From an optimization exercise on the open Yosys and OpenROAD flow, aimed at small area, a short achievable clock period and few clock cycles; shortcuts taken in it are not production practice.
At most, simulation tests tie the RTL to the original design; equivalence was not proved.

==> v4: inputs <==
==> flow/design.v (excerpt) <==
module CONVCOR(clk, rst_n, in_valid, in_a, in_b, in_mode, out_valid, out);
clock: 12.5 ns
lec_check: 0
cap_margin: 20
core_margin: 2
core_utilization: 40
slew_margin: 20
run.sh (not shown) runs the stock make flow with config.mk's settings and CLKGATE_MAP_FILE= SYNTH_SCRIPT=/design/flow/synth_recipe.tcl, a recipe that flattens the netlist after the stock synthesis.
==> inputs of v3, as changes to v4 <==
--- a/flow/design.v
+++ b/flow/design.v
@@ -1,69 +1,90 @@
 module CONVCOR(clk, rst_n, in_valid, in_a, in_b, in_mode, out_valid, out);
 input clk, rst_n, in_valid, in_mode;
 input [15:0] in_a, in_b;
 output reg out_valid;
 output reg signed [35:0] out;
+reg m;
+reg [3:0] cnt;
+reg acc;
+wire idle = (cnt == 4'd0);
+wire mm = idle ? in_mode : m;
+wire last = m ? (cnt == 4'd4) : (cnt == 4'd10);
+wire [3:0] ncnt = idle ? {3'd0, in_valid} : (last ? 4'd0 : cnt + 4'd1);
 reg [15:0] A1, A2, A3, B1, B2, B3;
+wire shift = (cnt[3:2] == 2'b00) && (cnt[1:0] != 2'b11);
 always @(posedge clk) begin
-  if (in_valid) begin
+  if (shift) begin
     A1 <= in_a; A2 <= A1; A3 <= A2;
     B1 <= in_b; B2 <= B1; B3 <= B2;
   end
 end
-reg m;
-reg [3:0] cnt;
-reg acc;
-wire mm = (cnt == 4'd0) ? in_mode : m;
-wire last = m ? (cnt == 4'd4) : (cnt == 4'd10);
-wire [3:0] ncnt = (cnt == 4'd0) ? {3'd0, in_valid} : (last ? 4'd0 : cnt + 4'd1);
-reg [1:0] sx, sy;
-reg nacc, nvalid;
+reg [2:0] nax, nay;
+reg npx, npy, nacc, nvalid;
 always @(*) begin
-  sx = 2'd0; sy = 2'd0; nacc = 1'b0; nvalid = 1'b0;
-  if (mm) begin
+  nax = 3'b000; nay = 3'b000; npx = 1'b1; npy = 1'b1; nacc = 1'b0; nvalid = 1'b0;
+  if (m) begin
     nacc = (cnt == 4'd1) || (cnt == 4'd2);
     nvalid = (cnt == 4'd3);
   end else begin
     case (cnt)
-      4'd1: begin sx = 2'd1; sy = 2'd0; end
-      4'd2: begin sx = 2'd1; sy = 2'd2; nacc = 1'b1; end
-      4'd3: begin sx = 2'd3; sy = 2'd1; end
-      4'd4: begin sx = 2'd2; sy = 2'd2; nacc = 1'b1; end
-      4'd5: begin sx = 2'd1; sy = 2'd3; nacc = 1'b1; end
-      4'd6: begin sx = 2'd2; sy = 2'd1; end
-      4'd7: begin sx = 2'd1; sy = 2'd2; nacc = 1'b1; end
-      4'd8: begin sx = 2'd1; sy = 2'd1; end
+      4'd0: begin npx = 1'b0; nax = 3'b001; end
+      4'd1: begin npx = 1'b0; npy = 1'b0; nax = 3'b001; nay = 3'b010; end
+      4'd2: begin npx = 1'b0; npy = 1'b0; nax = 3'b100; nay = 3'b001; end
+      4'd3: begin npx = 1'b0; npy = 1'b0; nax = 3'b010; nay = 3'b010; end
+      4'd4: begin npx = 1'b0; npy = 1'b0; nax = 3'b001; nay = 3'b100; end
+      4'd5: begin npx = 1'b0; npy = 1'b0; nax = 3'b010; nay = 3'b001; end
+      4'd6: begin npx = 1'b0; npy = 1'b0; nax = 3'b001; nay = 3'b010; end
+      4'd7: begin npx = 1'b0; npy = 1'b0; nax = 3'b001; nay = 3'b001; end
       default: ;
     endcase
+    nacc = (cnt == 4'd2) || (cnt == 4'd4) || (cnt == 4'd5) || (cnt == 4'd7);
     nvalid = (cnt == 4'd1) || (cnt == 4'd3) || (cnt == 4'd6) || (cnt == 4'd8) || (cnt == 4'd9);
   end
+  if (idle) begin
+    nax = 3'b000; nay = 3'b000; npx = 1'b1; npy = 1'b1; nacc = 1'b0; nvalid = 1'b0;
+  end
 end
-wire [15:0] nx = (sx == 2'd0) ? in_a : (sx == 2'd1) ? A1 : (sx == 2'd2) ? A2 : A3;
-wire [15:0] ny = (sy == 2'd0) ? in_b : (sy == 2'd1) ? B1 : (sy == 2'd2) ? B2 : B3;
-reg [3:0] n_r_one, n_r_two, n_r_neg, n_i_one, n_i_two, n_i_neg;
-integer k;
-always @(*) begin
-  for (k = 0; k < 4; k = k + 1) begin
-    n_r_one[k] = ny[8+2*k] ^ ((k == 0) ? 1'b0 : ny[8+2*k-1]);
-    n_r_two[k] = (ny[8+2*k+1] & ~ny[8+2*k] & ~((k == 0) ? 1'b0 : ny[8+2*k-1])) |
-                 (~ny[8+2*k+1] & ny[8+2*k] & ((k == 0) ? 1'b0 : ny[8+2*k-1]));
-    n_r_neg[k] = ny[8+2*k+1];
-    n_i_one[k] = ny[2*k] ^ ((k == 0) ? 1'b0 : ny[2*k-1]);
-    n_i_two[k] = (ny[2*k+1] & ~ny[2*k] & ~((k == 0) ? 1'b0 : ny[2*k-1])) |
-                 (~ny[2*k+1] & ny[2*k] & ((k == 0) ? 1'b0 : ny[2*k-1]));
-    n_i_neg[k] = ny[2*k+1];
+reg [2:0] ax, ay;
+reg px, py;
+always @(posedge clk) begin
+  if (!rst_n) begin
+    px <= 1'b1; py <= 1'b1; ax <= 3'b000; ay <= 3'b000;
+  end else if (idle) begin
+    px <= 1'b1; py <= 1'b1; ax <= 3'b000; ay <= 3'b000;
+    if (in_valid && !in_mode) begin px <= 1'b0; ax <= 3'b001; end
+  end else begin
+    px <= npx; py <= npy; ax <= nax; ay <= nay;
   end
 end
+wire [15:0] sx = ({16{ax[0]}} & A1) | ({16{ax[1]}} & A2) | ({16{ax[2]}} & A3);
+wire [15:0] sy = ({16{ay[0]}} & B1) | ({16{ay[1]}} & B2) | ({16{ay[2]}} & B3);
+function [11:0] benc(input [7:0] y);    
+  integer k;
+  reg ym;
+  begin
+    for (k = 0; k < 4; k = k + 1) begin
+      ym = (k == 0) ? 1'b0 : y[2*k-1];
+      benc[k] = y[2*k] ^ ym;
+      benc[4+k] = (y[2*k+1] & ~y[2*k] & ~ym) | (~y[2*k+1] & y[2*k] & ym);
+      benc[8+k] = y[2*k+1];
+    end
+  end
+endfunction
+wire [11:0] er_pin = benc(in_b[15:8]), ei_pin = benc(in_b[7:0]);
+wire [11:0] er_st = benc(sy[15:8]), ei_st = benc(sy[7:0]);
+wire [11:0] ner = py ? er_pin : er_st;
+wire [11:0] nei = py ? ei_pin : ei_st;
+wire [15:0] nx = px ? in_a : sx;
 reg [7:0] xr, xi;
 reg [3:0] r_one, r_two, r_neg, i_one, i_two, i_nre, i_nim;
 always @(posedge clk) begin
   xr <= nx[15:8]; xi <= nx[7:0];
-  r_one <= n_r_one; r_two <= n_r_two; r_neg <= n_r_neg;
-  i_one <= n_i_one; i_two <= n_i_two;
-  i_nre <= n_i_neg ^ {4{~mm}};
-  i_nim <= n_i_neg ^ {4{mm}};
+  r_one <= ner[3:0]; r_two <= ner[7:4]; r_neg <= ner[11:8];
+  i_one <= nei[3:0]; i_two <= nei[7:4];
+  i_nre <= nei[11:8] ^ {4{~mm}};
+  i_nim <= nei[11:8] ^ {4{mm}};
 end
 always @(posedge clk) begin
   if (!rst_n) begin
     cnt <= 4'd0;
     out_valid <= 1'b0;
==> flow/flow/run.sh (new file) <==
#!/bin/bash
set -euo pipefail
bash standard.sh SETUP_SLACK_MARGIN=10 finish > standard_flow.log 2>&1
==> flow/standard.sh (new file) <==
#!/bin/bash
# synth_recipe.tcl (not shown) runs the flow's synth.tcl, then flattens the netlist and writes it again
# the make line also repeats each setting of config.mk as NAME=value (left out here)
make -C /OpenROAD-flow-scripts/flow DESIGN_CONFIG=/design/flow/config.mk WORK_HOME=/design/flow/orfs CLKGATE_MAP_FILE= SYNTH_SCRIPT=/design/flow/synth_recipe.tcl "${@:-finish}"
removed: flow/run.sh
==> inputs of v24, as changes to v4 <==
==> flow/flow/run.sh (new file) <==
#!/bin/bash
set -euo pipefail
bash standard.sh SETUP_SLACK_MARGIN=8 finish > standard_flow.log 2>&1
==> flow/standard.sh (new file) <==
#!/bin/bash
# synth_recipe.tcl (not shown) runs the flow's synth.tcl, then flattens the netlist and writes it again
# the make line also repeats each setting of config.mk as NAME=value (left out here)
make -C /OpenROAD-flow-scripts/flow DESIGN_CONFIG=/design/flow/config.mk WORK_HOME=/design/flow/orfs CLKGATE_MAP_FILE= SYNTH_SCRIPT=/design/flow/synth_recipe.tcl "${@:-finish}"
removed: flow/run.sh
==> notes.md <==
status=no timing/DRC/antenna violations; worst path cell trace=buf_4 > a22oi_1 > xnor2_1 > fa_1 > fa_1 > inv_1 > fa_1 > fa_1 > inv_1 > ha_1 > nand2_1 > o2111ai_1 > nand2_1 > a31oi_4 > a41oi_2 > a21boi_2; Nets=1,794; largest net degree at the start of global routing=79; most frequent cells after synthesis=inv_1, xnor2_1, a22oi_1, fa_1, nand2_1; Die Span Y=193 um; Multi-input gate area=9960 um2; Worst Path Buf+Inv=3; WHS=0.450 ns; Core Util, Final=54.0%
Source of the figures above: v3

==> notes.md <==
H-Tree Level Count=4; Most Frequent Cell on Critical Path=fa_2; FF+latch count, synth=183; Die Span Y=191 um; Nets=1,626; most frequent cells after synthesis=xnor2_1, a22oi_1, inv_1, fa_1, edfxtp_1; Worst Path Buf+Inv=2; Core Util, Final=49.5%; WHS=0.440 ns; largest net degree at the start of global routing=86; status=no timing/DRC/antenna violations; Total GRT Usage=20.0%; worst path cell trace=a22oi_2 > xnor2_2 > fa_2 > fa_2 > inv_1 > fa_2 > fa_1 > fa_1 > inv_2 > ha_4 > or3_4 > o21ba_4 > o21ai_0 > a21o_1 > or4_1 > and4_1
Source of the figures above: v24

==> notes.md <==
Area Growth Syn to Fin=11.7%; Die Span Y=191 um; Core Util, Final=45.3%; Worst Path Buf+Inv=2; most frequent cells after synthesis=xnor2_1, a22oi_1, inv_1, fa_1, edfxtp_1; status=no timing/DRC/antenna violations; WHS=0.438 ns; worst path cell trace=a22oi_1 > xnor2_1 > fa_1 > xnor2_1 > fa_1 > inv_1 > fa_1 > inv_1 > fa_1 > ha_1 > a2111oi_0 > a21oi_1 > o22ai_1 > o21ai_0 > a32o_1; Multi-input gate area=8520 um2; Nets=1,537; Vias=9,671; largest net degree at the start of global routing=89; combinational family with the most area after synthesis=adder cells
Source of the figures above: v4

Testbench counts of v4, summed over its fixed seeds: cycles 12,944.
Testbench counts of v24, summed over its fixed seeds: cycles 12,944.
No functional check of the RTL was part of v3.

-- what the ideal ports hide --
How much do the figures lean on ideal ports? The routed layouts below were timed once more, with nothing changed but the port constraints.
Step 1 (the two cells are an assumption about what drives the block):
set clk [get_ports {clk}]
set_driving_cell -lib_cell sky130_fd_sc_hd__clkbuf_16 $clk
set_driving_cell -lib_cell sky130_fd_sc_hd__buf_2 [delete_from_list [all_inputs] $clk]
Step 2 adds t to the input delays and takes it off the output delays; t is the mean of the earliest and latest rising clock arrival at the registers after step 1. Input paths then give back, and output paths get back, about the clock's delay inside the block.
Three values: ideal ports, drivers, drivers and shift; two values: the first two.
run | t, ns | slack for setup (ns) | worst hold slack (ns)
v4 | 0.497 | 7.006 / 7.006 / 7.006 | 0.438 / 0.438 / 0.438
v3 | 0.503 | 7.972 / 7.972 / 7.972 | 0.450 / 0.450 / 0.450
v24 | 0.508 | 7.833 / 7.833 / 7.681 | 0.440 / 0.440 / 0.440
After both steps setup and hold are still met in every run listed. The setup slack of v24, which loses most, moves by 0.000 ns with the drivers and by -0.152 ns with both steps.
